This is an optimization exercise on Yosys and OpenROAD, whose aim is small area, a short achievable clock period and few clock cycles per item, not a production implementation.
Function was checked by simulation only, so behaviour that the tests miss may differ from the original.
The flow treats the clock pin as an ideal source, which a real chip does not have.

==> flow/run.sh <==
#!/bin/bash
# Layout flow: the standard ORFS flow (standard.sh), with one extra step
# after clock tree synthesis (flow/post_cts.tcl, run through ORFS's
# POST_CTS_TCL hook) that repairs setup timing against a tighter target than
# the clock period, so that the achieved period shrinks.  Constraints and
# clock period are unchanged.  Each tool's output is logged in this folder.
set -euo pipefail
export POST_CTS_TCL="$PWD/flow/post_cts.tcl"
bash standard.sh > standard.log 2>&1
==> flow/post_cts.tcl <==
# Sourced by ORFS cts.tcl (POST_CTS_TCL) after its own timing repair.
# Repair setup timing as if the required slack were 9 ns of the 13 ns period
# (a ~4 ns target): sizes up gates, buffers and swaps pins; the design's
# logic and registers are unchanged.
puts "post_cts: extra setup repair"
report_worst_slack -max
report_design_area
repair_timing -setup -setup_margin 9 -repair_tns 100 -skip_gate_cloning
set result [catch { detailed_placement } msg]
if { $result != 0 } {
  error "post_cts: detailed placement failed: $msg"
}
check_placement -verbose
estimate_parasitics -placement
report_worst_slack -max
report_design_area
==> standard.sh <==
#!/bin/bash
# synth_recipe.tcl (not shown) runs the flow's synth.tcl, then flattens the netlist and writes it again
# the make line also repeats each setting of config.mk as NAME=value (left out here)
make -C /OpenROAD-flow-scripts/flow DESIGN_CONFIG=/design/flow/config.mk WORK_HOME=/design/flow/orfs CLKGATE_MAP_FILE= SYNTH_SCRIPT=/design/flow/synth_recipe.tcl "${@:-finish}"
==> config.mk <==
export PLATFORM = sky130hd
export DESIGN_NAME = ntt_processer
export DESIGN_NICKNAME = ntt_processer
export VERILOG_FILES = /design/flow/design.v
export SDC_FILE = /design/flow/constraint.sdc
export NUM_CORES = 8
export LEC_CHECK = 0
export CAP_MARGIN = 30
export CORE_MARGIN = 2
export CORE_UTILIZATION = 40
export PLACE_DENSITY = 0.6
export SLEW_MARGIN = 30
==> constraint.sdc <==
create_clock -name core_clock -period 13.0 [get_ports {clk}]
set_input_delay 2.6000 -clock core_clock [delete_from_list [all_inputs] [get_ports {clk}]]
set_output_delay 2.6000 -clock core_clock [all_outputs]
set_load 0.01 [all_outputs]
==> design.v <==
module ntt_processer (
    input clk,
    input rst,
    input start,
    input [1:0] mode,  
    input is_add_or_sub,
    input [9:0] ram_r_start_offset_A,
    input [9:0] ram_r_start_offset_B,
    input [9:0] ram_w_start_offset,
    input [95:0] ram_rdata,
    output last_cycle,
    output ram_wen,
    output [9:0] ram_raddr,
    output [9:0] ram_waddr,
    output [95:0] ram_wdata,
    output NTT_finish
);
localparam IDLE = 2'd0, RUN = 2'd1, DONE = 2'd2;
reg [1:0] st;
reg [7:0] cnt;
reg       wen_r, fin_r;
reg [1:0] md;
reg       sub_r;
wire [4:0] offA = ram_r_start_offset_A[9:5];
wire [4:0] offB = ram_r_start_offset_B[9:5];
wire [4:0] offW = ram_w_start_offset[9:5];
reg m_intt, m_nt, m_mult, m_as, m_post01, m_post23;
function [4:0] ins;
    input [4:0] p;
    input [2:0] k;
    begin
        case (k)
        3'd1:    ins = {p[4:2], p[0], p[1]};
        3'd2:    ins = {p[4:3], p[0], p[2:1]};
        3'd3:    ins = {p[4], p[0], p[3:1]};
        3'd4:    ins = {p[0], p[4:1]};
        default: ins = p;
        endcase
    end
endfunction
function [2:0] pairbit;
    input       intt;
    input [2:0] pass;
    begin
        if (pass > 3'd4) pairbit = 3'd0;
        else pairbit = intt ? pass : 3'd4 - pass;
    end
endfunction
reg        wen_n, fin_n;
reg  [4:0] wad_n;
always @(posedge clk or posedge rst) begin
    if (rst) begin
        st    <= IDLE;
        cnt   <= 8'd0;
        wen_r <= 1'b0;
        fin_r <= 1'b0;
    end else begin
        case (st)
        IDLE: if (start) begin
            st  <= RUN;
            cnt <= 8'd1;
        end
        RUN: begin
            cnt   <= cnt + 8'd1;
            wen_r <= wen_n;
            if (fin_n) begin
                fin_r <= 1'b1;
                st    <= DONE;
            end
        end
        default: wen_r <= 1'b0;
        endcase
    end
end
always @(posedge clk) begin
    if (st == IDLE) begin
        md       <= mode;
        sub_r    <= is_add_or_sub;
        m_intt   <= (mode == 2'd1);
        m_nt     <= ~mode[1];
        m_mult   <= (mode == 2'd2);
        m_as     <= (mode == 2'd3);
        m_post01 <= (mode == 2'd0) | (mode == 2'd3);
        m_post23 <= (mode != 2'd1);
    end
end
reg [7:0] wc;
always @(posedge clk) begin
    if (st == IDLE)
        case (mode)
        2'd0:    wc <= 8'd248;    
        2'd1:    wc <= 8'd249;    
        2'd2:    wc <= 8'd240;    
        default: wc <= 8'd247;    
        endcase
    else
        wc <= wc + 8'd1;
end
always @(*) begin
    case (md)
    2'd2: begin
        wen_n = (wc <= 8'd124) && (wc[1:0] == 2'd0);
        fin_n = (wc == 8'd124);
        wad_n = wc[6:2];
    end
    2'd3: begin
        wen_n = (wc <= 8'd62) && !wc[0];
        fin_n = (wc == 8'd62);
        wad_n = wc[5:1];
    end
    default: begin
        wen_n = (wc <= 8'd223);
        fin_n = (wc == 8'd223);
        wad_n = ins(wc[4:0], pairbit(md[0], wc[7:5]));
    end
    endcase
end
reg [9:0] waddr_r;
always @(posedge clk) waddr_r <= {offW, wad_n};
assign ram_wen    = wen_r;
assign NTT_finish = fin_r;
assign last_cycle = fin_r;
assign ram_waddr  = waddr_r;
wire [2:0] pass = cnt[7:5];
wire [4:0] pos  = cnt[4:0];
wire [4:0] xa   = ins(pos, pairbit(md[0], pass));
wire [7:0] tpos = cnt - 8'd7;
reg [9:0] raddr_r;
reg       ysel_r, f_r;           
reg [5:0] row_r;
reg       sel0_r, sel1_r;
reg [4:0] rb_n, ro_n;
reg [5:0] row_n;
reg       sel0_n, sel1_n;
always @(*) begin
    case (md)
    2'd2: begin
        ro_n = cnt[6:2];
        rb_n = (cnt[1:0] == 2'd0) ? offA : offB;
    end
    2'd3: begin
        ro_n = cnt[5:1];
        rb_n = cnt[0] ? offB : offA;
    end
    default: begin
        ro_n = xa;
        rb_n = (pass == 3'd0) ? offA : offW;
    end
    endcase
    sel0_n = 1'b1;
    sel1_n = 1'b0;
    row_n  = 6'd0;
    if (md == 2'd2) begin
        row_n  = {1'b1, tpos[6:2]};
        sel1_n = tpos[1];
    end else if (md == 2'd1) begin
        case (pass)
        3'd0: row_n = {1'b1, ~xa};
        3'd1: row_n = {2'b01, ~xa[4:1]};
        3'd2: row_n = {3'b001, ~xa[4:2]};
        3'd3: row_n = {4'b0001, ~xa[4:3]};
        3'd4: row_n = {5'b00001, ~xa[4]};
        3'd5: row_n = 6'd1;
        default: begin row_n = 6'd0; sel1_n = 1'b1; end
        endcase
    end else begin
        case (pass)
        3'd0: begin row_n = 6'd0; sel1_n = 1'b1; end
        3'd1: begin row_n = 6'd1; sel0_n = xa[4]; sel1_n = xa[4]; end
        3'd2: begin row_n = {5'd1, xa[4]}; sel0_n = xa[3]; sel1_n = xa[3]; end
        3'd3: begin row_n = {4'd1, xa[4:3]}; sel0_n = xa[2]; sel1_n = xa[2]; end
        3'd4: begin row_n = {3'd1, xa[4:2]}; sel0_n = xa[1]; sel1_n = xa[1]; end
        3'd5: begin row_n = {2'd1, xa[4:1]}; sel0_n = xa[0]; sel1_n = xa[0]; end
        default: begin row_n = {1'b1, xa}; sel0_n = 1'b0; sel1_n = 1'b1; end
        endcase
    end
end
always @(posedge clk) begin
    if (st == IDLE) begin
        raddr_r <= {offA, 5'd0};
        ysel_r  <= 1'b0;
        f_r     <= 1'b0;
        row_r   <= (mode == 2'd1) ? 6'd63 : 6'd0;
        sel0_r  <= 1'b1;
        sel1_r  <= (mode != 2'd1);
    end else begin
        raddr_r <= {rb_n, ro_n};
        ysel_r  <= (pass <= 3'd4) & pos[0];
        f_r     <= pass[0];
        row_r   <= row_n;
        sel0_r  <= sel0_n;
        sel1_r  <= sel1_n;
    end
end
assign ram_raddr = raddr_r;
wire [23:0] rom_q;
twiddle_rom ROM (.row(row_r), .dout(rom_q));
wire [11:0] tw0 = sel0_r ? rom_q[23:12] : rom_q[11:0];
wire [11:0] tw1 = sel1_r ? rom_q[23:12] : rom_q[11:0];
wire [95:0] rd = ram_rdata;
reg  [95:0] RA;
reg  [71:0] RB;
wire ld_a  = m_mult ? (cnt[1:0] == 2'd1) : cnt[0];
wire bsel  = m_mult ? (cnt[1:0] == 2'd2) : !cnt[0];
always @(posedge clk) begin
    if (ld_a) RA <= rd;
    else if (m_mult) RA <= {24'd0, RA[95:24]};
    else RA <= {48'd0, RA[95:48]};
    if (m_mult) RB <= bsel ? rd[95:24] : {24'd0, RB[71:24]};
    else RB <= {24'd0, rd[95:48]};
end
wire [47:0] pu = f_r ? {rd[47:36], rd[35:24], rd[23:12], rd[11:0]}
                     : {rd[71:60], rd[59:48], rd[23:12], rd[11:0]};
wire [47:0] pv = f_r ? {rd[95:84], rd[83:72], rd[71:60], rd[59:48]}
                     : {rd[95:84], rd[83:72], rd[47:36], rd[35:24]};
wire [47:0] bsrc = bsel ? rd[47:0] : RB[47:0];
reg [47:0] a_r, b_r;
reg [11:0] tw_r0, tw_r1;
reg        ysel0, f0;
always @(posedge clk) begin
    if (m_nt) begin
        a_r <= pu;
        b_r <= pv;
    end else begin
        a_r <= RA[47:0];
        b_r <= bsrc;
    end
    tw_r0 <= m_as ? 12'd1 : tw0;
    tw_r1 <= m_as ? 12'd1 : tw1;
    ysel0 <= ysel_r;
    f0    <= f_r;
end
wire [11:0] tw0h, tw1h;
modhalf H0 (.x(tw_r0), .h(tw0h));
modhalf H1 (.x(tw_r1), .h(tw1h));
wire [47:0] sum_w, dif_w, redb_w, uh_w;
reg  [47:0] BA, BB;
reg  [47:0] x1, y1, u1, u2, u3, u3b;
reg  [71:0] pl, ph;
reg  [3:0]  n2;
reg  [59:0] sa3, ca3, s3b;
reg  [23:0] r01;
genvar k;
generate
for (k = 0; k < 4; k = k + 1) begin : U
    wire [11:0] ak  = a_r[12*k +: 12];
    wire [11:0] bk  = b_r[12*k +: 12];
    wire [11:0] twk = (k < 2) ? (m_intt ? tw0h : tw_r0) : (m_intt ? tw1h : tw_r1);
    wire        post = (k < 2) ? m_post01 : m_post23;
    wire [11:0] bsum, bdif;
    modblk B (.a(BA[12*k +: 12]), .b(BB[12*k +: 12]), .sum(bsum), .dif(bdif));
    assign sum_w[12*k +: 12] = bsum;
    assign dif_w[12*k +: 12] = bdif;
    wire [11:0] x1n, y1n, u1n;
    if (k == 0) begin
        assign x1n = m_mult ? BA[23:12] : m_intt ? bdif : bk;    
        assign y1n = m_mult ? BA[11:0]  : twk;                   
        assign u1n = m_intt ? bsum : ak;
    end else if (k == 1) begin
        assign x1n = m_mult ? BB[23:12] : m_intt ? bdif : bk;    
        assign y1n = m_mult ? BB[11:0]  : twk;                   
        assign u1n = m_intt ? bsum : ak;
    end else if (k == 2) begin
        assign x1n = m_mult ? sum_w[23:12] : m_intt ? bdif : bk;  
        assign y1n = m_mult ? sum_w[11:0]  : twk;                 
        assign u1n = m_intt ? bsum : ak;
    end else begin
        assign x1n = m_mult ? r01[23:12] : m_intt ? bdif : bk;    
        assign y1n = m_mult ? tw1 : twk;                          
        assign u1n = m_mult ? r01[11:0] : m_intt ? bsum : ak;     
    end
    always @(posedge clk) begin
        x1[12*k +: 12] <= x1n;
        y1[12*k +: 12] <= y1n;
        u1[12*k +: 12] <= u1n;
    end
    wire [17:0] pln, phn;
    wire        n2n;
    booth_mul M (.x(x1[12*k +: 12]), .y(y1[12*k +: 12]), .pl(pln), .ph(phn), .n2(n2n));
    always @(posedge clk) begin
        pl[18*k +: 18] <= pln;
        ph[18*k +: 18] <= phn;
        n2[k]          <= n2n;
        u2[12*k +: 12] <= u1[12*k +: 12];
    end
    wire [14:0] sa, ca;
    reduce_a RA_ (.pl(pl[18*k +: 18]), .ph(ph[18*k +: 18]), .n2(n2[k]), .sa(sa), .ca(ca));
    always @(posedge clk) begin
        sa3[15*k +: 15] <= sa;
        ca3[15*k +: 15] <= ca;
        u3[12*k +: 12]  <= u2[12*k +: 12];
    end
    always @(posedge clk) begin
        s3b[15*k +: 15] <= sa3[15*k +: 15] + ca3[15*k +: 15];
        u3b[12*k +: 12] <= u3[12*k +: 12];
    end
    wire [11:0] rb;
    reduce_b RB_ (.s(s3b[15*k +: 15]), .r(rb));
    assign redb_w[12*k +: 12] = rb;
    wire [11:0] uh;
    modhalf HU_ (.x(u3b[12*k +: 12]), .h(uh));
    assign uh_w[12*k +: 12] = uh;
end
endgenerate
always @(posedge clk) begin
    if (m_post01) begin
        BA[23:0] <= u3b[23:0];
        BB[23:0] <= redb_w[23:0];
    end else if (m_mult) begin
        BA[11:0]  <= bsrc[11:0];
        BB[11:0]  <= bsrc[23:12];
        BA[23:12] <= RA[11:0];
        BB[23:12] <= RA[23:12];
    end else begin
        BA[23:0] <= pv[23:0];
        BB[23:0] <= pu[23:0];
    end
    if (m_post23) begin
        BA[47:24] <= u3b[47:24];
        BB[47:24] <= redb_w[47:24];
    end else begin
        BA[47:24] <= pv[47:24];
        BB[47:24] <= pu[47:24];
    end
    r01 <= redb_w[23:0];
end
reg [47:0] RU, RT;
always @(posedge clk) begin
    RU <= m_intt ? uh_w : sum_w;
    RT <= m_intt ? redb_w : dif_w;
end
reg ysel1, ysel2, ysel3, ysel4, ysel5, yselR, f1, f2, f3, f4, f5, fR;
always @(posedge clk) begin
    ysel1 <= ysel0; ysel2 <= ysel1; ysel3 <= ysel2; ysel4 <= ysel3; ysel5 <= ysel4;
    f1 <= f0; f2 <= f1; f3 <= f2; f4 <= f3; f5 <= f4;
    yselR <= m_intt ? ysel4 : ysel5;
    fR    <= m_intt ? f4 : f5;
end
reg  [13:0] c1raw;
always @(posedge clk) c1raw <= {2'b0, BB[35:24]} - {2'b0, r01[11:0]} - {2'b0, r01[23:12]};
wire [13:0] c1a = c1raw + 14'd3329;
wire [13:0] c1b = c1raw + 14'd6658;
wire [11:0] c1  = !c1raw[13] ? c1raw[11:0] : (!c1a[13] ? c1a[11:0] : c1b[11:0]);
wire [11:0] c0 = cnt[0] ? RT[47:36] : RU[47:36];
reg [47:0] HU, HT;
reg        hf;
reg [95:0] WD;
function [95:0] place;
    input        f;
    input [47:0] F0;
    input [47:0] F1;
    begin
        if (f) place = {F1, F0};
        else   place = {F1[47:24], F0[47:24], F1[23:0], F0[23:0]};
    end
endfunction
always @(posedge clk) begin
    hf <= yselR ? hf : fR;
    if (m_mult) begin
        HU <= {HU[35:0], c1};
        HT <= {HT[35:0], HU[47:36]};
        WD <= {HT[11:0], c0, WD[95:24]};
    end else if (m_as) begin
        HU <= RU;
        HT <= RT;
        WD <= {(sub_r ? RT : RU), WD[95:48]};
    end else if (yselR) begin
        HU <= HT;
        HT <= RT;
        WD <= place(hf, HU, RU);
    end else begin
        HU <= RU;
        HT <= RT;
        WD <= place(hf, HU, HT);
    end
end
assign ram_wdata = WD;
endmodule
module modblk (
    input  [11:0] a,
    input  [11:0] b,
    output [11:0] sum,
    output [11:0] dif
);
localparam [12:0] KS = 13'd767;
wire [12:0] a13 = {1'b0, a};
wire [12:0] b13 = {1'b0, b};
wire [12:0] s1  = a13 + b13;
wire [12:0] ks_s = a13 ^ b13 ^ KS;
wire [12:0] ks_c = (a13 & b13) | (a13 & KS) | (b13 & KS);
wire [12:0] s2  = ks_s + {ks_c[11:0], 1'b0};
assign sum = s2[12] ? s2[11:0] : s1[11:0];
localparam [12:0] KD = 13'd3330;
wire [12:0] nb  = ~b13;
wire [12:0] d1  = a13 + nb + 13'd1;
wire [12:0] kd_s = a13 ^ nb ^ KD;
wire [12:0] kd_c = (a13 & nb) | (a13 & KD) | (nb & KD);
wire [12:0] d2  = kd_s + {kd_c[11:0], 1'b0};
assign dif = d1[12] ? d2[11:0] : d1[11:0];
endmodule
module modhalf (
    input  [11:0] x,
    output [11:0] h
);
assign h = {1'b0, x[11:1]} + (x[0] ? 12'd1665 : 12'd0);
endmodule
module modsub3 (
    input  [11:0] r3,
    input  [11:0] r1,
    input  [11:0] r2,
    output [11:0] c
);
wire [13:0] z  = {2'b0, r3} - {2'b0, r1} - {2'b0, r2};
wire [13:0] z1 = z + 14'd3329;
wire [13:0] z2 = z + 14'd6658;
assign c = !z[13] ? z[11:0] : (!z1[13] ? z1[11:0] : z2[11:0]);
endmodule
module booth_mul (
    input  [11:0] x,
    input  [11:0] y,
    output [17:0] pl,
    output [17:0] ph,
    output        n2
);
wire [12:0] ye = {y, 1'b0};
wire [5:0]  neg;
wire [17:0] row [0:5];
genvar i;
generate
for (i = 0; i < 6; i = i + 1) begin : D
    wire b2 = ye[2*i+2];
    wire b1 = ye[2*i+1];
    wire b0 = ye[2*i];
    wire one = b1 ^ b0;
    wire two = (b2 & ~b1 & ~b0) | (~b2 & b1 & b0);
    assign neg[i] = b2 & ~(b1 & b0);
    wire [12:0] m = one ? {1'b0, x} : two ? {x, 1'b0} : 13'd0;
    assign row[i] = neg[i] ? ~{5'd0, m} : {5'd0, m};
end
endgenerate
wire [17:0] la = row[0];
wire [17:0] lb = {row[1][15:0], 1'b0, neg[0]};
wire [17:0] lc = {row[2][13:0], 1'b0, neg[1], 2'b00};
wire [17:0] ls = la ^ lb ^ lc;
wire [17:0] lk = {(la[16:0] & lb[16:0]) | (la[16:0] & lc[16:0]) | (lb[16:0] & lc[16:0]), 1'b0};
assign pl = ls + lk;
wire [17:0] ha = row[3];
wire [17:0] hb = {row[4][15:0], 1'b0, neg[3]};
wire [17:0] hc = {row[5][13:0], 1'b0, neg[4], 2'b00};
wire [17:0] hd = {(y[11] ? {x} : 12'd0), 1'b0, neg[5], 4'b0000};
wire [17:0] hs1 = ha ^ hb ^ hc;
wire [17:0] hk1 = {(ha[16:0] & hb[16:0]) | (ha[16:0] & hc[16:0]) | (hb[16:0] & hc[16:0]), 1'b0};
wire [17:0] hs2 = hs1 ^ hk1 ^ hd;
wire [17:0] hk2 = {(hs1[16:0] & hk1[16:0]) | (hs1[16:0] & hd[16:0]) | (hk1[16:0] & hd[16:0]), 1'b0};
assign ph = hs2 + hk2;
assign n2 = neg[2];
endmodule
module reduce_a (input [17:0] pl, input [17:0] ph, input n2, output [14:0] sa, output [14:0] ca);
wire [11:0] t6;
wire [63:0] t6_c0 = 64'h5a52d2962d696b4a;
assign t6[0] = t6_c0[pl[17:12]];
wire [63:0] t6_c1 = 64'hc93649b29b24d926;
assign t6[1] = t6_c1[pl[17:12]];
wire [63:0] t6_c2 = 64'h38f1c78e78e3c71e;
assign t6[2] = t6_c2[pl[17:12]];
wire [63:0] t6_c3 = 64'h07f03f81f81fc0fe;
assign t6[3] = t6_c3[pl[17:12]];
wire [63:0] t6_c4 = 64'h000fff80f8003ffe;
assign t6[4] = t6_c4[pl[17:12]];
wire [63:0] t6_c5 = 64'h0000007f07fffffe;
assign t6[5] = t6_c5[pl[17:12]];
wire [63:0] t6_c6 = 64'h00000000fffffffe;
assign t6[6] = t6_c6[pl[17:12]];
wire [63:0] t6_c7 = 64'h00000000fffffffe;
assign t6[7] = t6_c7[pl[17:12]];
wire [63:0] t6_c8 = 64'h5a52d296d29694b4;
assign t6[8] = t6_c8[pl[17:12]];
wire [63:0] t6_c9 = 64'hc93649b249b24d92;
assign t6[9] = t6_c9[pl[17:12]];
wire [63:0] t6_c10 = 64'h62a315181518a8c4;
assign t6[10] = t6_c10[pl[17:12]];
wire [63:0] t6_c11 = 64'h8cc4662366233118;
assign t6[11] = t6_c11[pl[17:12]];
wire [11:0] t12;
wire [15:0] t12_c0 = 16'h6b4a;
assign t12[0] = t12_c0[ph[9:6]];
wire [15:0] t12_c1 = 16'hd926;
assign t12[1] = t12_c1[ph[9:6]];
wire [15:0] t12_c2 = 16'hc71e;
assign t12[2] = t12_c2[ph[9:6]];
wire [15:0] t12_c3 = 16'hc0fe;
assign t12[3] = t12_c3[ph[9:6]];
wire [15:0] t12_c4 = 16'h3ffe;
assign t12[4] = t12_c4[ph[9:6]];
wire [15:0] t12_c5 = 16'hfffe;
assign t12[5] = t12_c5[ph[9:6]];
wire [15:0] t12_c6 = 16'hfffe;
assign t12[6] = t12_c6[ph[9:6]];
wire [15:0] t12_c7 = 16'hfffe;
assign t12[7] = t12_c7[ph[9:6]];
wire [15:0] t12_c8 = 16'h94b4;
assign t12[8] = t12_c8[ph[9:6]];
wire [15:0] t12_c9 = 16'h4d92;
assign t12[9] = t12_c9[ph[9:6]];
wire [15:0] t12_c10 = 16'ha8c4;
assign t12[10] = t12_c10[ph[9:6]];
wire [15:0] t12_c11 = 16'h3118;
assign t12[11] = t12_c11[ph[9:6]];
wire [11:0] t16;
wire [15:0] t16_c0 = 16'he38e;
assign t16[0] = t16_c0[ph[13:10]];
wire [15:0] t16_c1 = 16'h03f0;
assign t16[1] = t16_c1[ph[13:10]];
wire [15:0] t16_c2 = 16'h56aa;
assign t16[2] = t16_c2[ph[13:10]];
wire [15:0] t16_c3 = 16'hce66;
assign t16[3] = t16_c3[ph[13:10]];
wire [15:0] t16_c4 = 16'h94b4;
assign t16[4] = t16_c4[ph[13:10]];
wire [15:0] t16_c5 = 16'h4d92;
assign t16[5] = t16_c5[ph[13:10]];
wire [15:0] t16_c6 = 16'hc38e;
assign t16[6] = t16_c6[ph[13:10]];
wire [15:0] t16_c7 = 16'hc07e;
assign t16[7] = t16_c7[ph[13:10]];
wire [15:0] t16_c8 = 16'hdc70;
assign t16[8] = t16_c8[ph[13:10]];
wire [15:0] t16_c9 = 16'hdf80;
assign t16[9] = t16_c9[ph[13:10]];
wire [15:0] t16_c10 = 16'h6924;
assign t16[10] = t16_c10[ph[13:10]];
wire [15:0] t16_c11 = 16'h2492;
assign t16[11] = t16_c11[ph[13:10]];
wire [11:0] t20;
wire [15:0] t20_c0 = 16'h5554;
assign t20[0] = t20_c0[ph[17:14]];
wire [15:0] t20_c1 = 16'h6666;
assign t20[1] = t20_c1[ph[17:14]];
wire [15:0] t20_c2 = 16'hd2d2;
assign t20[2] = t20_c2[ph[17:14]];
wire [15:0] t20_c3 = 16'h9b64;
assign t20[3] = t20_c3[ph[17:14]];
wire [15:0] t20_c4 = 16'h1c78;
assign t20[4] = t20_c4[ph[17:14]];
wire [15:0] t20_c5 = 16'h1f80;
assign t20[5] = t20_c5[ph[17:14]];
wire [15:0] t20_c6 = 16'h4aaa;
assign t20[6] = t20_c6[ph[17:14]];
wire [15:0] t20_c7 = 16'hc666;
assign t20[7] = t20_c7[ph[17:14]];
wire [15:0] t20_c8 = 16'hc1e0;
assign t20[8] = t20_c8[ph[17:14]];
wire [15:0] t20_c9 = 16'h3fe0;
assign t20[9] = t20_c9[ph[17:14]];
wire [15:0] t20_c10 = 16'h001e;
assign t20[10] = t20_c10[ph[17:14]];
wire [15:0] t20_c11 = 16'hfffe;
assign t20[11] = t20_c11[ph[17:14]];
wire [14:0] o0 = {3'd0, pl[11:0]};
wire [14:0] o1 = {3'd0, ph[5:0], 1'b0, n2, 4'd0};
wire [14:0] o2 = {3'd0, t6};
wire [14:0] o3 = {3'd0, t12};
wire [14:0] o4 = {3'd0, t16};
wire [14:0] o5 = {3'd0, t20};
wire [14:0] s1 = o0 ^ o1 ^ o2;
wire [14:0] c1 = {(o0[13:0] & o1[13:0]) | (o0[13:0] & o2[13:0]) | (o1[13:0] & o2[13:0]), 1'b0};
wire [14:0] s2 = o3 ^ o4 ^ o5;
wire [14:0] c2 = {(o3[13:0] & o4[13:0]) | (o3[13:0] & o5[13:0]) | (o4[13:0] & o5[13:0]), 1'b0};
wire [14:0] s3 = s1 ^ c1 ^ s2;
wire [14:0] c3 = {(s1[13:0] & c1[13:0]) | (s1[13:0] & s2[13:0]) | (c1[13:0] & s2[13:0]), 1'b0};
assign sa = s3 ^ c3 ^ c2;
assign ca = {(s3[13:0] & c3[13:0]) | (s3[13:0] & c2[13:0]) | (c3[13:0] & c2[13:0]), 1'b0};
endmodule
module reduce_b (input [14:0] s, output [11:0] r);
wire [12:0] t3;
wire [7:0] t3_c0 = 8'h4a;
assign t3[0] = t3_c0[s[14:12]];
wire [7:0] t3_c1 = 8'h26;
assign t3[1] = t3_c1[s[14:12]];
wire [7:0] t3_c2 = 8'h1e;
assign t3[2] = t3_c2[s[14:12]];
wire [7:0] t3_c3 = 8'hfe;
assign t3[3] = t3_c3[s[14:12]];
wire [7:0] t3_c4 = 8'hfe;
assign t3[4] = t3_c4[s[14:12]];
wire [7:0] t3_c5 = 8'hfe;
assign t3[5] = t3_c5[s[14:12]];
wire [7:0] t3_c6 = 8'hfe;
assign t3[6] = t3_c6[s[14:12]];
wire [7:0] t3_c7 = 8'hfe;
assign t3[7] = t3_c7[s[14:12]];
wire [7:0] t3_c8 = 8'hb4;
assign t3[8] = t3_c8[s[14:12]];
wire [7:0] t3_c9 = 8'h92;
assign t3[9] = t3_c9[s[14:12]];
wire [7:0] t3_c10 = 8'hc4;
assign t3[10] = t3_c10[s[14:12]];
wire [7:0] t3_c11 = 8'h18;
assign t3[11] = t3_c11[s[14:12]];
wire [7:0] t3_c12 = 8'h00;
assign t3[12] = t3_c12[s[14:12]];
wire [13:0] t3q;
wire [7:0] t3q_c0 = 8'hb5;
assign t3q[0] = t3q_c0[s[14:12]];
wire [7:0] t3q_c1 = 8'h93;
assign t3q[1] = t3q_c1[s[14:12]];
wire [7:0] t3q_c2 = 8'h8f;
assign t3q[2] = t3q_c2[s[14:12]];
wire [7:0] t3q_c3 = 8'h7f;
assign t3q[3] = t3q_c3[s[14:12]];
wire [7:0] t3q_c4 = 8'hff;
assign t3q[4] = t3q_c4[s[14:12]];
wire [7:0] t3q_c5 = 8'hff;
assign t3q[5] = t3q_c5[s[14:12]];
wire [7:0] t3q_c6 = 8'hff;
assign t3q[6] = t3q_c6[s[14:12]];
wire [7:0] t3q_c7 = 8'hff;
assign t3q[7] = t3q_c7[s[14:12]];
wire [7:0] t3q_c8 = 8'h4a;
assign t3q[8] = t3q_c8[s[14:12]];
wire [7:0] t3q_c9 = 8'hd9;
assign t3q[9] = t3q_c9[s[14:12]];
wire [7:0] t3q_c10 = 8'h72;
assign t3q[10] = t3q_c10[s[14:12]];
wire [7:0] t3q_c11 = 8'h9c;
assign t3q[11] = t3q_c11[s[14:12]];
wire [7:0] t3q_c12 = 8'hff;
assign t3q[12] = t3q_c12[s[14:12]];
wire [7:0] t3q_c13 = 8'hff;
assign t3q[13] = t3q_c13[s[14:12]];
wire [13:0] t3qq;
wire [7:0] t3qq_c0 = 8'h4a;
assign t3qq[0] = t3qq_c0[s[14:12]];
wire [7:0] t3qq_c1 = 8'hd9;
assign t3qq[1] = t3qq_c1[s[14:12]];
wire [7:0] t3qq_c2 = 8'hc7;
assign t3qq[2] = t3qq_c2[s[14:12]];
wire [7:0] t3qq_c3 = 8'h3f;
assign t3qq[3] = t3qq_c3[s[14:12]];
wire [7:0] t3qq_c4 = 8'hff;
assign t3qq[4] = t3qq_c4[s[14:12]];
wire [7:0] t3qq_c5 = 8'hff;
assign t3qq[5] = t3qq_c5[s[14:12]];
wire [7:0] t3qq_c6 = 8'hff;
assign t3qq[6] = t3qq_c6[s[14:12]];
wire [7:0] t3qq_c7 = 8'hff;
assign t3qq[7] = t3qq_c7[s[14:12]];
wire [7:0] t3qq_c8 = 8'hb5;
assign t3qq[8] = t3qq_c8[s[14:12]];
wire [7:0] t3qq_c9 = 8'h6c;
assign t3qq[9] = t3qq_c9[s[14:12]];
wire [7:0] t3qq_c10 = 8'ha9;
assign t3qq[10] = t3qq_c10[s[14:12]];
wire [7:0] t3qq_c11 = 8'hce;
assign t3qq[11] = t3qq_c11[s[14:12]];
wire [7:0] t3qq_c12 = 8'h10;
assign t3qq[12] = t3qq_c12[s[14:12]];
wire [7:0] t3qq_c13 = 8'hff;
assign t3qq[13] = t3qq_c13[s[14:12]];
wire [12:0] c0 = {1'b0, s[11:0]} + t3;
wire [13:0] c1 = {2'b0, s[11:0]} + t3q;
wire [13:0] c2 = {2'b0, s[11:0]} + t3qq;
assign r = !c2[13] ? c2[11:0] : (!c1[13] ? c1[11:0] : c0[11:0]);
endmodule
module twiddle_rom (input [5:0] row, output [23:0] dout);
wire [23:0] t;
wire [63:0] t_c0 = 64'h8e767fb7b36f62a9;
assign t[0] = t_c0[row];
wire [63:0] t_c1 = 64'h7edc1582df10b654;
assign t[1] = t_c1[row];
wire [63:0] t_c2 = 64'hcd36efc61f0ea412;
assign t[2] = t_c2[row];
wire [63:0] t_c3 = 64'h5008d000ed944388;
assign t[3] = t_c3[row];
wire [63:0] t_c4 = 64'hff674c691c62f286;
assign t[4] = t_c4[row];
wire [63:0] t_c5 = 64'hd5df1f4c4acf87d8;
assign t[5] = t_c5[row];
wire [63:0] t_c6 = 64'had2642eeb8284c6c;
assign t[6] = t_c6[row];
wire [63:0] t_c7 = 64'h1ba27bf8ec3e9c60;
assign t[7] = t_c7[row];
wire [63:0] t_c8 = 64'ha286bc906fe1d708;
assign t[8] = t_c8[row];
wire [63:0] t_c9 = 64'hb92357c61250a4ce;
assign t[9] = t_c9[row];
wire [63:0] t_c10 = 64'h34130d34ac869218;
assign t[10] = t_c10[row];
wire [63:0] t_c11 = 64'h49e822a8516a4c46;
assign t[11] = t_c11[row];
wire [63:0] t_c12 = 64'h607ccb2711d9c933;
assign t[12] = t_c12[row];
wire [63:0] t_c13 = 64'hce910994c9897194;
assign t[13] = t_c13[row];
wire [63:0] t_c14 = 64'h7d3e3a58c60adb74;
assign t[14] = t_c14[row];
wire [63:0] t_c15 = 64'h90190eebb1b35572;
assign t[15] = t_c15[row];
wire [63:0] t_c16 = 64'h58772f0615b2ccfe;
assign t[16] = t_c16[row];
wire [63:0] t_c17 = 64'hdcfd4ff05cf0dc54;
assign t[17] = t_c17[row];
wire [63:0] t_c18 = 64'hcd2d2bff0aa3229f;
assign t[18] = t_c18[row];
wire [63:0] t_c19 = 64'h102786a5a31203c3;
assign t[19] = t_c19[row];
wire [63:0] t_c20 = 64'h481474808f95eb38;
assign t[20] = t_c20[row];
wire [63:0] t_c21 = 64'h48e88f97b4b2e0bd;
assign t[21] = t_c21[row];
wire [63:0] t_c22 = 64'h330a030841920ad3;
assign t[22] = t_c22[row];
wire [63:0] t_c23 = 64'hc48778d35c0c7142;
assign t[23] = t_c23[row];
assign dout = t;
endmodule
==> results of run 1 <==
-- final cells by class --
type / count / area [sq um]
sequential: 1380 / 27900
clock inverter: 85 / 1250
tap: 3150 / 3940
clock buffer: 199 / 4350
antenna: 44 / 110
multi-input combinational: 7978 / 62900
timing repair buffer: 481 / 4500
fill: 22653 / 127000
inverter: 1033 / 3940
-- path summary, 6_finish.rpt --
| check | from | endpoint | slack [ns] | cells past startpoint |
|---|---|---|---|---|
| min in group asynchronous | rst | fin_r$_DFFE_PP0P_ | 2.10 | 2 |
| worst min-delay path | u3[15]$_DFF_P_ | u3b[15]$_DFF_P_ | 0.30 | 0 |
| worst min register to register | u3[15]$_DFF_P_ | u3b[15]$_DFF_P_ | 0.30 | 0 |
| worst max register to register | BB[25]$_DFF_P_ | x1[35]$_DFF_P_ | 8.77 | 14 |
| max in group asynchronous | rst | cnt[7]$_DFFE_PP0P_ | 10.51 | 2 |
| worst max-delay path | BB[25]$_DFF_P_ | x1[35]$_DFF_P_ | 8.77 | 14 |
-- Yosys cell counts (24+ instances only) --
library cell	n	area, sq um
sky130_fd_sc_hd__a31o_2	28	245
sky130_fd_sc_hd__mux2_2	167	1880
sky130_fd_sc_hd__a21boi_0	31	233
sky130_fd_sc_hd__or3_1	44	275
sky130_fd_sc_hd__nand2b_1	84	526
sky130_fd_sc_hd__o21bai_1	74	556
sky130_fd_sc_hd__o22ai_1	35	219
sky130_fd_sc_hd__o211ai_1	60	450
sky130_fd_sc_hd__o31a_1	24	210
sky130_fd_sc_hd__xnor2_1	584	5110
sky130_fd_sc_hd__ha_1	788	9860
sky130_fd_sc_hd__and3_1	80	500
sky130_fd_sc_hd__o31ai_1	36	270
sky130_fd_sc_hd__a31oi_1	79	494
sky130_fd_sc_hd__a211oi_1	190	1430
sky130_fd_sc_hd__a22o_1	44	385
sky130_fd_sc_hd__a22oi_1	256	1920
sky130_fd_sc_hd__xor2_1	186	1630
sky130_fd_sc_hd__and2_1	55	344
sky130_fd_sc_hd__buf_1	90	338
sky130_fd_sc_hd__nor2b_1	131	820
sky130_fd_sc_hd__nand3_1	126	631
sky130_fd_sc_hd__clkbuf_1	505	1900
sky130_fd_sc_hd__a21o_1	151	1130
sky130_fd_sc_hd__fa_1	386	7730
sky130_fd_sc_hd__mux2i_1	571	5720
sky130_fd_sc_hd__nor3_1	162	811
sky130_fd_sc_hd__o21a_1	34	255
sky130_fd_sc_hd__o21ai_0	790	3950
sky130_fd_sc_hd__a21oi_1	782	3910
sky130_fd_sc_hd__dfxtp_1	1358	27200
sky130_fd_sc_hd__nand2_1	891	3340
sky130_fd_sc_hd__inv_1	1023	3840
sky130_fd_sc_hd__nor2_1	754	2830
-- kinds of logic (layout without fill, tap and decap cells) --
| kind of cell | Yosys count | after routing | share of synthesized area, % |
|---|---|---|---|
| xor gates and xnor gates | 770 | 770 | 7.10 |
| adders and majority gates | 1174 | 1174 | 18.5 |
| AOI/OAI and AO/OA | 2830 | 2830 | 18.6 |
| and+or+nand+nor | 2455 | 2455 | 11.6 |
| muxes | 749 | 749 | 8.26 |
| other | 0 | 44 | 0 |
| buffers and inverters | 1649 | 1798 | 6.58 |
| DFF | 1380 | 1380 | 29.3 |
-- sequential cells by signal (all words and copies together) (netlist names), 52 cells and up --
signal / cells
RA: 96
WD: 96
RB: 72
ph: 72
pl: 72
s3b: 60
sa3: 52
-- worst max-delay path, cell delays in order, from the launching register on --
cell,delay [ns]
sky130_fd_sc_hd__dfxtp_4,0.42
sky130_fd_sc_hd__inv_1,0.11
sky130_fd_sc_hd__ha_1,0.36
sky130_fd_sc_hd__ha_1,0.20
sky130_fd_sc_hd__inv_1,0.07
sky130_fd_sc_hd__fa_1,0.45
sky130_fd_sc_hd__o21bai_1,0.15
sky130_fd_sc_hd__a21o_1,0.18
sky130_fd_sc_hd__a21oi_1,0.09
sky130_fd_sc_hd__o21ai_0,0.39
sky130_fd_sc_hd__a2111oi_0,0.23
sky130_fd_sc_hd__nor3b_1,0.38
sky130_fd_sc_hd__o41ai_1,0.11
sky130_fd_sc_hd__a2111oi_1,0.76
sky130_fd_sc_hd__a21oi_1,0.15
-- stage by stage --
stage	instances	hold WS (ns)	area [sq um]
after floorplan	11007	0.310	94900
after global placement	13850	0.310	99600
after detailed placement	13852	0.312	99700
after global routing	14338	0.309	109000
final	14350	0.297	109000
-- layer usage --
metal	vias up	GRT usage (%)
li1	37821	-
met1	38145	33.4
met2	2504	40.9
met3	504	3.91
met4	42	11.1
met5	-	0
==> results list, run 1 <==
* Final max-slew violation count: 0
* TritonCTS Sinks: 1380
* Number of unique standard cell types used by synthesis: 97
- Static timing analysis puts the maximum clock frequency at 237 MHz.
- Between clock sinks in the finished design, the worst skew comes to 0.0570 ns.
- STA puts the critical path data arrival time at 4.87 ns.
- Fraction of layout cells with a size suffix above 1: 10.6%
* Routed length per placed instance: 22.1 um
- The die is 491 um wide.
* Setup repair after global routing missed its margin: false
- Yosys mapped a number of flops with a built-in enable equal to 10.
- Max-cap violations in this run came to 0.
- Wire length on met2: 146 mm
- Of all nets on the critical path, the largest fanout is 6.
- Leaving out fill and tap cells, the most frequent cells in the layout are 1284 x sky130_fd_sc_hd__dfxtp_1, 1005 x sky130_fd_sc_hd__inv_1, 889 x sky130_fd_sc_hd__nand2_1.
* Total number of nets in the final design: 12335
- Final setup violating endpoints: 0
- Time the final worst path needs with I/O delays and setup: 4.23 ns
* Final ANT Viol Nets: 0
- The clock reaches the later pin of the worst-skew pair after 0.84 ns.
- Layout Utilization: 46.2%
- Clock-pin slew was measured on the worst setup and hold paths at 0.07 ns.
* Initial standard-cell utilization of the core: 40.3%
- Number of warnings printed during yosys synthesis: 2
- Actual transition at the worst max-transition pin: 1.03 ns
* Proportion of synthesized flip-flops having asynchronous set or reset: 0.870%
* Final setup slack of the worst path: 8.77 ns
* Area inside the core boundary: 236000 sq um
* Detailed-routing iteration count for the pre-antenna-repair pass: 7
- Routed wire length on met3: 20.0 mm
* Required time reported for the critical path endpoint: 13.64 ns
- Port-buffer cells: 235
* DR DRC count: 0
- In this run, synthesis produced a sequential element count of 1380.
* Antenna violations before repair: 76
* Global-route congestion overflow total: 0
- The min-delay analysis places its worst path in the category register to register.
* Sequential fraction of the synthesis area: 29.3%
* Total count of hold-check failures in the final report: 0
- Row generation in the floorplan step produced 178 rows.
- Via count of the first global-routing pass: 75707
* Pin count of the biggest net entering global routing: 227
* Global-route total usage across every layer: 25.3%
- Wire length of the first global-routing pass: 474 mm
* Type of element capturing the critical path: register
- The setup path with the least slack is of type register to register.
- In the final routing, the length of wire on met1 measures 136 mm.
* Max_slew headroom: 31.1%
- Syn_nets: 12313
* Result of the run: complete, no violations
- STA classifies the critical path startpoint as a register.
- Area overhead of the layout relative to synthesis: 14.7%
- Average cell area after synthesis: 8.62 sq um
- Routability congestion estimate: 0.941
* Worst slack, placed: 7.57 ns
- Primary FF master, synth: sky130_fd_sc_hd__dfxtp_1
- From bottom edge to top edge, the die measures 491 um.
- Most common library cell in the layout ignoring fill and taps: sky130_fd_sc_hd__dfxtp_1
* Mapped cell area: 94900 sq um
- In the final timing run, aggregate negative setup slack is 0 ns.
- Detailed placement ended at an HPWL of 243 mm.
- Final period utilization: 32.5%
- TritonCTS built the clock tree.
- Wirelength, routed: 317 mm
- I/O pin count: 251
* Vias after detailed routing: 79016
- After the first detailed-routing iteration, the DRC count stood at 6832.
- Cells after synthesis: 11007
* Highest layer used for signal routing: met5
- After detailed routing, the number of vias per cell comes to 5.51.
- Floorplan die area: 241000 sq um
Testbench counts, summed over its fixed seeds: cycles 31,576, ops 192.
==> run 2, diff against run 1 <==
--- a/design.v
+++ b/design.v
@@ -88,10 +88,9 @@
 always @(posedge clk) begin
     if (st == IDLE)
         case (mode)
-        2'd0:    wc <= 8'd248;    
-        2'd1:    wc <= 8'd249;    
         2'd2:    wc <= 8'd240;    
-        default: wc <= 8'd247;    
+        2'd3:    wc <= 8'd248;    
+        default: wc <= 8'd249;    
         endcase
     else
         wc <= wc + 8'd1;
@@ -214,19 +213,11 @@
 wire [47:0] pv = f_r ? {rd[95:84], rd[83:72], rd[71:60], rd[59:48]}
                      : {rd[95:84], rd[83:72], rd[47:36], rd[35:24]};
 wire [47:0] bsrc = bsel ? rd[47:0] : RB[47:0];
-reg [47:0] a_r, b_r;
 reg [11:0] tw_r0, tw_r1;
 reg        ysel0, f0;
 always @(posedge clk) begin
-    if (m_nt) begin
-        a_r <= pu;
-        b_r <= pv;
-    end else begin
-        a_r <= RA[47:0];
-        b_r <= bsrc;
-    end
-    tw_r0 <= m_as ? 12'd1 : tw0;
-    tw_r1 <= m_as ? 12'd1 : tw1;
+    tw_r0 <= tw0;
+    tw_r1 <= tw1;
     ysel0 <= ysel_r;
     f0    <= f_r;
 end
@@ -235,7 +226,8 @@
 modhalf H1 (.x(tw_r1), .h(tw1h));
 wire [47:0] sum_w, dif_w, redb_w, uh_w;
 reg  [47:0] BA, BB;
-reg  [47:0] x1, y1, u1, u2, u3, u3b;
+reg  [47:0] x1, u1, u2, u3, u3b;
+reg  [75:0] y1;                  
 reg  [71:0] pl, ph;
 reg  [3:0]  n2;
 reg  [59:0] sa3, ca3, s3b;
@@ -243,9 +235,9 @@
 genvar k;
 generate
 for (k = 0; k < 4; k = k + 1) begin : U
-    wire [11:0] ak  = a_r[12*k +: 12];
-    wire [11:0] bk  = b_r[12*k +: 12];
-    wire [11:0] twk = (k < 2) ? (m_intt ? tw0h : tw_r0) : (m_intt ? tw1h : tw_r1);
+    wire [11:0] ak  = m_as ? RA[12*k +: 12]   : pu[12*k +: 12];
+    wire [11:0] bk  = m_as ? bsrc[12*k +: 12] : pv[12*k +: 12];
+    wire [11:0] twk = m_as ? 12'd1 : (k < 2) ? (m_intt ? tw0h : tw0) : (m_intt ? tw1h : tw1);
     wire        post = (k < 2) ? m_post01 : m_post23;
     wire [11:0] bsum, bdif;
     modblk B (.a(BA[12*k +: 12]), .b(BB[12*k +: 12]), .sum(bsum), .dif(bdif));
@@ -269,14 +261,16 @@
         assign y1n = m_mult ? tw1 : twk;                          
         assign u1n = m_mult ? r01[11:0] : m_intt ? bsum : ak;     
     end
+    wire [18:0] y1e;
+    booth_enc E (.y(y1n), .e(y1e));
     always @(posedge clk) begin
         x1[12*k +: 12] <= x1n;
-        y1[12*k +: 12] <= y1n;
+        y1[19*k +: 19] <= y1e;
         u1[12*k +: 12] <= u1n;
     end
     wire [17:0] pln, phn;
     wire        n2n;
-    booth_mul M (.x(x1[12*k +: 12]), .y(y1[12*k +: 12]), .pl(pln), .ph(phn), .n2(n2n));
+    booth_mul M (.x(x1[12*k +: 12]), .e(y1[19*k +: 19]), .pl(pln), .ph(phn), .n2(n2n));
     always @(posedge clk) begin
         pl[18*k +: 18] <= pln;
         ph[18*k +: 18] <= phn;
@@ -329,12 +323,12 @@
     RU <= m_intt ? uh_w : sum_w;
     RT <= m_intt ? redb_w : dif_w;
 end
-reg ysel1, ysel2, ysel3, ysel4, ysel5, yselR, f1, f2, f3, f4, f5, fR;
+reg ysel1, ysel2, ysel3, ysel4, yselR, f1, f2, f3, f4, fR;
 always @(posedge clk) begin
-    ysel1 <= ysel0; ysel2 <= ysel1; ysel3 <= ysel2; ysel4 <= ysel3; ysel5 <= ysel4;
-    f1 <= f0; f2 <= f1; f3 <= f2; f4 <= f3; f5 <= f4;
-    yselR <= m_intt ? ysel4 : ysel5;
-    fR    <= m_intt ? f4 : f5;
+    ysel1 <= ysel0; ysel2 <= ysel1; ysel3 <= ysel2; ysel4 <= ysel3;
+    f1 <= f0; f2 <= f1; f3 <= f2; f4 <= f3;
+    yselR <= ysel4;
+    fR    <= f4;
 end
 reg  [13:0] c1raw;
 always @(posedge clk) c1raw <= {2'b0, BB[35:24]} - {2'b0, r01[11:0]} - {2'b0, r01[23:12]};
@@ -415,25 +409,39 @@
 wire [13:0] z2 = z + 14'd6658;
 assign c = !z[13] ? z[11:0] : (!z1[13] ? z1[11:0] : z2[11:0]);
 endmodule
+module booth_enc (
+    input  [11:0] y,
+    output [18:0] e
+);
+wire [12:0] ye = {y, 1'b0};
+genvar i;
+generate
+for (i = 0; i < 6; i = i + 1) begin : D
+    wire b2 = ye[2*i+2];
+    wire b1 = ye[2*i+1];
+    wire b0 = ye[2*i];
+    assign e[3*i]   = b1 ^ b0;                                   
+    assign e[3*i+1] = (b2 & ~b1 & ~b0) | (~b2 & b1 & b0);        
+    assign e[3*i+2] = b2 & ~(b1 & b0);                           
+end
+endgenerate
+assign e[18] = y[11];
+endmodule
 module booth_mul (
     input  [11:0] x,
-    input  [11:0] y,
+    input  [18:0] e,
     output [17:0] pl,
     output [17:0] ph,
     output        n2
 );
-wire [12:0] ye = {y, 1'b0};
 wire [5:0]  neg;
 wire [17:0] row [0:5];
 genvar i;
 generate
 for (i = 0; i < 6; i = i + 1) begin : D
-    wire b2 = ye[2*i+2];
-    wire b1 = ye[2*i+1];
-    wire b0 = ye[2*i];
-    wire one = b1 ^ b0;
-    wire two = (b2 & ~b1 & ~b0) | (~b2 & b1 & b0);
-    assign neg[i] = b2 & ~(b1 & b0);
+    wire one = e[3*i];
+    wire two = e[3*i+1];
+    assign neg[i] = e[3*i+2];
     wire [12:0] m = one ? {1'b0, x} : two ? {x, 1'b0} : 13'd0;
     assign row[i] = neg[i] ? ~{5'd0, m} : {5'd0, m};
 end
@@ -447,7 +455,7 @@
 wire [17:0] ha = row[3];
 wire [17:0] hb = {row[4][15:0], 1'b0, neg[3]};
 wire [17:0] hc = {row[5][13:0], 1'b0, neg[4], 2'b00};
-wire [17:0] hd = {(y[11] ? {x} : 12'd0), 1'b0, neg[5], 4'b0000};
+wire [17:0] hd = {(e[18] ? x : 12'd0), 1'b0, neg[5], 4'b0000};
 wire [17:0] hs1 = ha ^ hb ^ hc;
 wire [17:0] hk1 = {(ha[16:0] & hb[16:0]) | (ha[16:0] & hc[16:0]) | (hb[16:0] & hc[16:0]), 1'b0};
 wire [17:0] hs2 = hs1 ^ hk1 ^ hd;
==> flow/run.sh (replaced) <==
#!/bin/bash
# Layout flow: the standard ORFS flow (standard.sh), with two extra
# setup-repair steps run through ORFS's own hooks: flow/post_cts.tcl after
# clock tree synthesis (POST_CTS_TCL) and flow/post_grt.tcl after global
# routing (POST_GLOBAL_ROUTE_TCL).  They repair setup timing against a
# tighter target than the clock period, so that the achieved period shrinks.
# Synthesis, constraints and clock period are unchanged.  Each tool's output
# is logged in this folder (standard.log; ORFS's per-step logs under orfs/).
set -euo pipefail
export POST_CTS_TCL="$PWD/flow/post_cts.tcl"
export POST_GLOBAL_ROUTE_TCL="$PWD/flow/post_grt.tcl"
bash standard.sh > standard.log 2>&1
==> flow/post_grt.tcl (new file) <==
# Sourced by ORFS global_route.tcl (POST_GLOBAL_ROUTE_TCL) before it writes
# the global-routed design: one more setup repair against the ~4 ns target,
# now with global-routing parasitics, then the incremental global route and
# legalisation that ORFS itself uses after a repair.
puts "post_grt: extra setup repair"
estimate_parasitics -global_routing
report_worst_slack -max
report_design_area
repair_timing -setup -setup_margin 9 -repair_tns 100 -skip_gate_cloning
global_route -start_incremental
detailed_placement
global_route -end_incremental
estimate_parasitics -global_routing
repair_timing -hold
global_route -start_incremental
detailed_placement
global_route -end_incremental
check_placement -verbose
estimate_parasitics -global_routing
report_worst_slack -max
report_worst_slack -min
report_design_area
--- a/config.mk
+++ b/config.mk
@@ -7,6 +7,8 @@
 export LEC_CHECK = 0
 export CAP_MARGIN = 30
 export CORE_MARGIN = 2
-export CORE_UTILIZATION = 40
-export PLACE_DENSITY = 0.6
+export CORE_UTILIZATION = 65
+export CTS_CLUSTER_DIAMETER = 80
+export CTS_CLUSTER_SIZE = 20
+export PLACE_DENSITY = 0.8
 export SLEW_MARGIN = 30
==> results list, run 2 <==
- TritonCTS Sinks: 1309
* Total number of nets in the final design: 12401
- Detailed-routing iteration count for the pre-antenna-repair pass: 8
- Area overhead of the layout relative to synthesis: 9.95%
- In the global route stage, met1 resource usage came out at 53.2%.
- Initial detailed-routing violation count: 9639
- The worst register-to-register path ends at RU[23]$_DFF_P_.
- Summing all flip-flop and latch instances after layout gives 26700 sq um.
- Initial standard-cell utilization of the core: 65.6%
* Type of the setup path with the least slack: input port to register
- Global-route met2 utilization: 60.0%
- Most common library cell in the layout ignoring fill and taps: sky130_fd_sc_hd__nand2_1
- By instance count, the leading cell after synthesis is sky130_fd_sc_hd__dfxtp_1.
- GRT met3 Usage: 6.85%
- Required time reported for the critical path endpoint: 13.59 ns
* Mapped cell area: 94500 sq um
* Antenna violations before repair: 25
- Critical Path Source: ram_rdata[56]
- After detailed routing, the average wire length per cell comes to 23.1 um.
* Clock latency of the later-clocked register in the worst-skew pair: 0.75 ns
- Worst EP arrival: 4.85 ns
* Port-buffer cells: 235
- The die covers 148000 sq um.
- Fill count: 11106
* HPWL after detailed placement: 228 mm
- The synthesized design spends more area on one cell type than any other, namely sky130_fd_sc_hd__dfxtp_1.
* Routability congestion estimate: 1.02
* Layout Utilization: 72.2%
* CTS tree: built
- The synthesized netlist contains 99 unique library cells.
- Final worst clock skew: 0.0535 ns
* Largest cells by area after synthesis: sky130_fd_sc_hd__dfxtp_1 27%, sky130_fd_sc_hd__ha_1 11%, sky130_fd_sc_hd__fa_1 8.2%
* Row cnt: 139
* Biggest fanout along the worst timing path: 5
- The max-slew violation count was 0.
* Reg2Reg Depth: 14
- At the pin with the least slew margin, the transition time is 1.10 ns.
- Final setup slack of the worst path: 8.74 ns
* Max_slew headroom: 26.7%
- Sequential elements use 27.9% of the synthesized area.
* Proportion of synthesized flip-flops having asynchronous set or reset: 0.917%
* Wirelength, routed: 302 mm
- Global routing used 39.0% of the available tracks.
* Most frequent cells in the layout: 1201 x sky130_fd_sc_hd__nand2_1, 1126 x sky130_fd_sc_hd__dfxtp_1, 983 x sky130_fd_sc_hd__inv_1
- Highest attainable clock frequency: 235 MHz
- OpenSTA, run right after detailed placement, puts the worst setup slack at 7.89 ns.
- Final period utilization: 32.8%
- Adding up every negative setup slack in the final design gives 0 ns.
* Crit path to: x1[8]$_DFF_P_
- Result of the run: complete, no violations
- Of the cells placed in the final design, the portion with a size suffix greater than 1 is 9.64%.
- The tool flagged a number of max-cap violations equal to 0.
- Global-route congestion overflow total: 0
- Counting every instance in the synthesized netlist gives 11176.
- Via count normalized by instance count: 6.29
* Clock transition time at the flip-flop clock pins of the worst setup and hold paths: 0.09 ns
- After detailed routing, the number of remaining DRC violations is 0.
* Vias after detailed routing: 81927
- Number of flops mapped to enable cells by yosys: 9
- Once detail routing completed, the nets flagged for antenna violations numbered 0.
* Yosys top cell area share: 27.3%
- Setup violations remaining at the end of the flow were counted as 0.
- The floorplan step defined a core boundary enclosing 144000 sq um.
- The via count of the first global-routing pass was 76007.
* Post-synthesis sequential element count: 1309
* Vertical die dimension: 385 um
* Worst min-delay path category: register to register
- I/O pin count: 251
- Setup slack of the most critical reg-to-reg path: 8.90 ns
* Kind of launch point of the worst setup path: input port
- Wire length of the first global-routing pass: 449 mm
- The number of nets handed over by synthesis was 12492.
- For this run, the leading register cell type out of synthesis is sky130_fd_sc_hd__dfxtp_1.
* Average cell area after synthesis: 8.46 sq um
- For this run, the number of Yosys warnings is 2.
- Entering global routing, the biggest net connects 262 pins.
* Type of element capturing the critical path: register
- Top cells by instance count after synthesis: 1288 x sky130_fd_sc_hd__dfxtp_1, 1202 x sky130_fd_sc_hd__nand2_1, 991 x sky130_fd_sc_hd__inv_1
- The clock period could shrink to 4.26 ns.
* Die width: 385 um
- In this run the critical register-to-register path is launched from BB[13]$_DFF_P_.
* Total count of hold-check failures in the final report: 0
- The global routing stage identified its most utilized layer as met2.
- In the final layout, the multi-input gates occupy 63700 sq um.
- Registers with the highest flip-flop counts: RA: 96 flops, WD: 96 flops, y1: 76 flops
==> run 2: cell types whose count changed in the layout (fill, tap and decap cells not counted), sizes merged, moves of 38 or more <==
cell	delta
nand2	+311
a22oi	-103
clkbuf	-131
a311oi	+49
diode	-38
dlymetal6s2s	+39
buf	-44
mux2i	-83
dfxtp	-70
==> run 2: kinds of logic (layout without fill, tap and decap cells) <==
logic type	Yosys count	in the layout	synth area share [%]
xor+xnor	801	801	7.42
other cells	0	6	0
fa+ha+maj	1184	1184	18.7
compound gates	2748	2748	18.3
mux	700	700	8.00
flops	1309	1309	27.9
simple gates	2800	2800	13.1
buf+inv	1634	1584	6.56
==> run 2: cell type report <==
cell class / count / area share (%)
diodes: 6 / 0.0144
clock buffers: 99 / 2.28
clock inverters: 33 / 0.442
inverters: 1007 / 3.68
multi-input cells: 8233 / 61.3
flip-flops and latches: 1309 / 25.7
well taps: 1903 / 2.29
repair buffers: 445 / 4.28
==> run 2: routing by layer <==
layer	wire length (um)	part of all wire, %
met4	17500	5.8
met3	30200	10
met2	132000	44
met5	86	0.029
met1	122000	40
==> run 2: how the worst min path moves through the flow <==
stage                     cells after the start      startpoint  slack [ns]             end
after floorplan                               0      f0$_DFF_P_        0.31      f1$_DFF_P_
after detailed placement                      0  u2[29]$_DFF_P_        0.31  u3[29]$_DFF_P_
final                                         0  u2[45]$_DFF_P_        0.32  u3[45]$_DFF_P_
after global placement                        0   ysel3$_DFF_P_        0.31   ysel4$_DFF_P_
==> run 2: through the flow <==
step                cell area, sq um  hold WS [ns]  instances
detailed placement             97500         0.312      12761
global placement               97500         0.310      12759
finish                        104000         0.322      13035
floorplan                      94500         0.310      11176
==> run 2: worst max-delay path, stage by stage <==
cell	delay, ns
sky130_fd_sc_hd__clkdlybuf4s50_1	0.64
sky130_fd_sc_hd__mux2_2	0.30
sky130_fd_sc_hd__nor2_1	0.06
sky130_fd_sc_hd__a311oi_1	0.70
sky130_fd_sc_hd__a211oi_2	0.19
sky130_fd_sc_hd__a21oi_1	0.35
Testbench counts of run 2, summed over its fixed seeds: cycles 31,480, ops 192.
==> run 3, diff against run 2 <==
--- a/config.mk
+++ b/config.mk
@@ -7,8 +7,6 @@
 export LEC_CHECK = 0
 export CAP_MARGIN = 30
 export CORE_MARGIN = 2
-export CORE_UTILIZATION = 65
-export CTS_CLUSTER_DIAMETER = 80
-export CTS_CLUSTER_SIZE = 20
-export PLACE_DENSITY = 0.8
+export CORE_UTILIZATION = 40
+export PLACE_DENSITY = 0.6
 export SLEW_MARGIN = 30
==> results list, run 3 <==
* Final ANT Viol Nets: 0
* Wirelength, routed: 329 mm
- After clock tree synthesis, the clock-pin slew on the worst setup and hold paths is 0.06 ns.
- From synthesis to final layout, the design area changed by 13.8%.
- For the finished layout, the period the worst path requires is 4.10 ns.
- Sequential fraction of the synthesis area: 27.9%
* Type of element capturing the critical path: register
- The final critical path takes up 31.6% of the cycle.
- Detailed placement ended at an HPWL of 255 mm.
- In this run the cell area of the synthesized design comes to 94500 sq um.
- Reg2reg start: BA[5]$_DFF_P_
- The max-slew violation count is 0.
* Result of the run: complete, no violations
* Average cell area after synthesis: 8.46 sq um
- TritonCTS built the clock tree.
* Clock latency of the later-clocked register in the worst-skew pair: 0.84 ns
- The worst setup path is launched from an input port.
- Global-route congestion overflow total: 0
- Yosys top cell area share: 27.3%
- Max_cap viols: 0
- For the worst flop-to-flop path, the logic depth is 14.
- For hold timing, the worst endpoint is u2[35]$_DFF_P_.
- I/O pin count: 251
* Max_slew headroom: 26.7%
* Worst min-delay path category: register to register
* Reg-to-reg endpoint: y1[53]$_DFF_P_
- After synthesis, the netlist uses 99 different library cells.
- Via count of the first global-routing pass: 76453
* Actual transition at the worst max-transition pin: 1.10 ns
- Highest attainable clock frequency: 244 MHz
- For this configuration, the core starts out at a cell density of 40.2%.
* TritonCTS Sinks: 1309
- Routability-driven placement finished with a final weighted congestion of 0.981.
- Between clock sinks in the finished design, the worst skew comes to 0.0546 ns.
* Primary FF master, synth: sky130_fd_sc_hd__dfxtp_1
* Final setup violating endpoints: 0
- Ranked by instance count, the synthesized netlist is headed by 1288 x sky130_fd_sc_hd__dfxtp_1, 1202 x sky130_fd_sc_hd__nand2_1, 991 x sky130_fd_sc_hd__inv_1.
- The critical path is of the input port to register type.
* Vertical die dimension: 490 um
- After the first detailed-routing iteration, the DRC count stood at 7973.
- Most frequent cells in the layout: 1201 x sky130_fd_sc_hd__nand2_1, 1112 x sky130_fd_sc_hd__dfxtp_1, 980 x sky130_fd_sc_hd__inv_1
- Synthesis handed over a netlist of 11176 instances.
- For this run, asynchronously set or reset flops after synthesis account for 0.917%.
- Data on the critical path arrives at its endpoint at 4.78 ns.
- In the final layout, the registers with the most flip-flops are RA: 96 flops, WD: 96 flops, y1: 76 flops.
- The number of hold violations in the final report was 0.
* Total number of nets in the final design: 12473
* Cell depth of the worst min-delay path: 0
- Wire length of the first global-routing pass: 483 mm
- Data on the critical path is required at its endpoint by 13.68 ns.
- Biggest fanout along the worst timing path: 5
* Global-route total usage across every layer: 26.1%
- After filler insertion, the fill cell instance count of the layout stands at 22718.
- Counting every net in the synthesized netlist gives 12492.
- Counting flops with a built-in enable in the synthesized netlist gives 9.
- Port-buffer cells: 235
* DR DRC count: 0
* Setup slack of the most critical reg-to-reg path: 9.03 ns
- The post-route netlist has 11.6% of its cells at a drive strength greater than 1.
- Measured along the x axis, the die boundary spans 490 um.
* Largest cells by area after synthesis: sky130_fd_sc_hd__dfxtp_1 27%, sky130_fd_sc_hd__ha_1 11%, sky130_fd_sc_hd__fa_1 8.2%
* Library cell with the highest instance count after synthesis: sky130_fd_sc_hd__dfxtp_1
- After detailed routing, the average wire length per cell comes to 22.8 um.
- Post-synthesis sequential element count: 1309
- Start point of the worst hold path: u1[35]$_DFF_P_
- Leaving out fill and tap cells, the most frequent cell in the layout is sky130_fd_sc_hd__nand2_1.
- sky130_fd_sc_hd__dfxtp_1 takes more of the synthesized area than any other cell.
* Vias after detailed routing: 81000
* Number of warnings printed during yosys synthesis: 2
* Total negative slack for setup checks: 0 ns
- The floorplan step defined a core boundary enclosing 235000 sq um.
- Pin count of the biggest net entering global routing: 209
- Detailed-routing iteration count for the pre-antenna-repair pass: 6
- Via count normalized by instance count: 5.61
- Floorplan die area: 240000 sq um
- Row cnt: 178
- The initial antenna violation count is 46.
## run 3: per-stage QoR
step,hold slack (ns),area (sq um),utilization (%),worst slack (ns),cells
final,0.293,108000,45.7,8.90,14444
after global placement,0.310,99200,42.2,7.68,14018
after detailed placement,0.312,99300,42.2,7.65,14022
after floorplan,0.310,94500,-,8.61,11176
## run 3: worst max path at each step
| stage | slack (ns) | cells past startpoint | to | start |
|---|---|---|---|---|
| after floorplan | 8.61 | 16 | ph[34]$_DFF_P_ | y1[30]$_DFF_P_ |
| after global placement | 7.68 | 11 | y1[50]$_DFF_P_ | row_r[2]$_DFF_P_ |
| after detailed placement | 7.65 | 11 | y1[50]$_DFF_P_ | row_r[2]$_DFF_P_ |
| final | 8.90 | 6 | x1[16]$_DFF_P_ | ram_rdata[64] |
## run 3: layout make-up
cell class	count	area, sq um	area share [%]
Tap cell	3150	3940	3.67
Clock inverter	73	1070	0.995
Antenna cell	21	52.6	0.0489
Multi-Input combinational cell	8233	63700	59.3
Timing Repair Buffer	460	4120	3.83
Clock buffer	191	4060	3.78
Sequential cell	1309	26700	24.9
Inverter	1007	3820	3.56
## run 3: logic make-up (layout without fill, tap and decap cells)
| family | Yosys count | after routing | share of synthesized area (%) |
|---|---|---|---|
| and+or+nand+nor | 2800 | 2800 | 13.1 |
| AOI/OAI and AO/OA | 2748 | 2748 | 18.3 |
| buffers and inverters | 1634 | 1731 | 6.56 |
| DFF | 1309 | 1309 | 27.9 |
| adders and majority gates | 1184 | 1184 | 18.7 |
| xor gates and xnor gates | 801 | 801 | 7.42 |
| muxes | 700 | 700 | 8.00 |
| other | 0 | 21 | 0 |
## run 3: per-layer routing
layer  global-route usage (%)  share of wire, %  wire (um)
met2                     39.3                43     141000
met4                     11.4               4.6      15200
met1                     36.2                44     146000
met3                     5.02               8.1      26600
met5                        0             0.049        161
## run 3: critical path, stage by stage
cell                              delay (ns)
sky130_fd_sc_hd__clkdlybuf4s50_1        0.70
sky130_fd_sc_hd__mux2_2                 0.28
sky130_fd_sc_hd__nor2_1                 0.05
sky130_fd_sc_hd__a311oi_1               0.70
sky130_fd_sc_hd__a211oi_1               0.10
sky130_fd_sc_hd__a21oi_1                0.33

## afterwards: timing with drivers on the ports
No port has a modelled driver above. Below, the same layouts with a new extraction and two added sets of constraints. Step 1 sets driving cells, clkbuf_16 on the clock port and buf_2 on the other inputs (assumed; they add their load-dependent delay and slew). Step 2 also shifts input and output timing later by t, the mid clock arrival at the registers, as if the neighbouring blocks saw the same clock. Three values: ideal ports, drivers, drivers and shift; two values: the first two.
| run | t (ns) | setup slack, ns | worst setup path at the end | clock arrival spread, ns | worst register clock-pin slew, ns |
|---|---|---|---|---|---|
| run 1 | 0.906 | 8.773 / 8.773 / 8.274 | input to register | 0.062 / 0.063 | 0.07 / 0.07 |
| run 2 | 0.812 | 8.739 / 8.805 / 7.993 | input to register | 0.053 / 0.053 | 0.09 / 0.09 |
| run 3 | 0.892 | 8.895 / 8.938 / 8.060 | input to register | 0.056 / 0.056 | 0.07 / 0.07 |
After both steps every run listed still meets setup and hold. For run 3, which loses most, drivers alone change the setup slack by +0.043 ns; drivers and shift together by -0.835 ns.
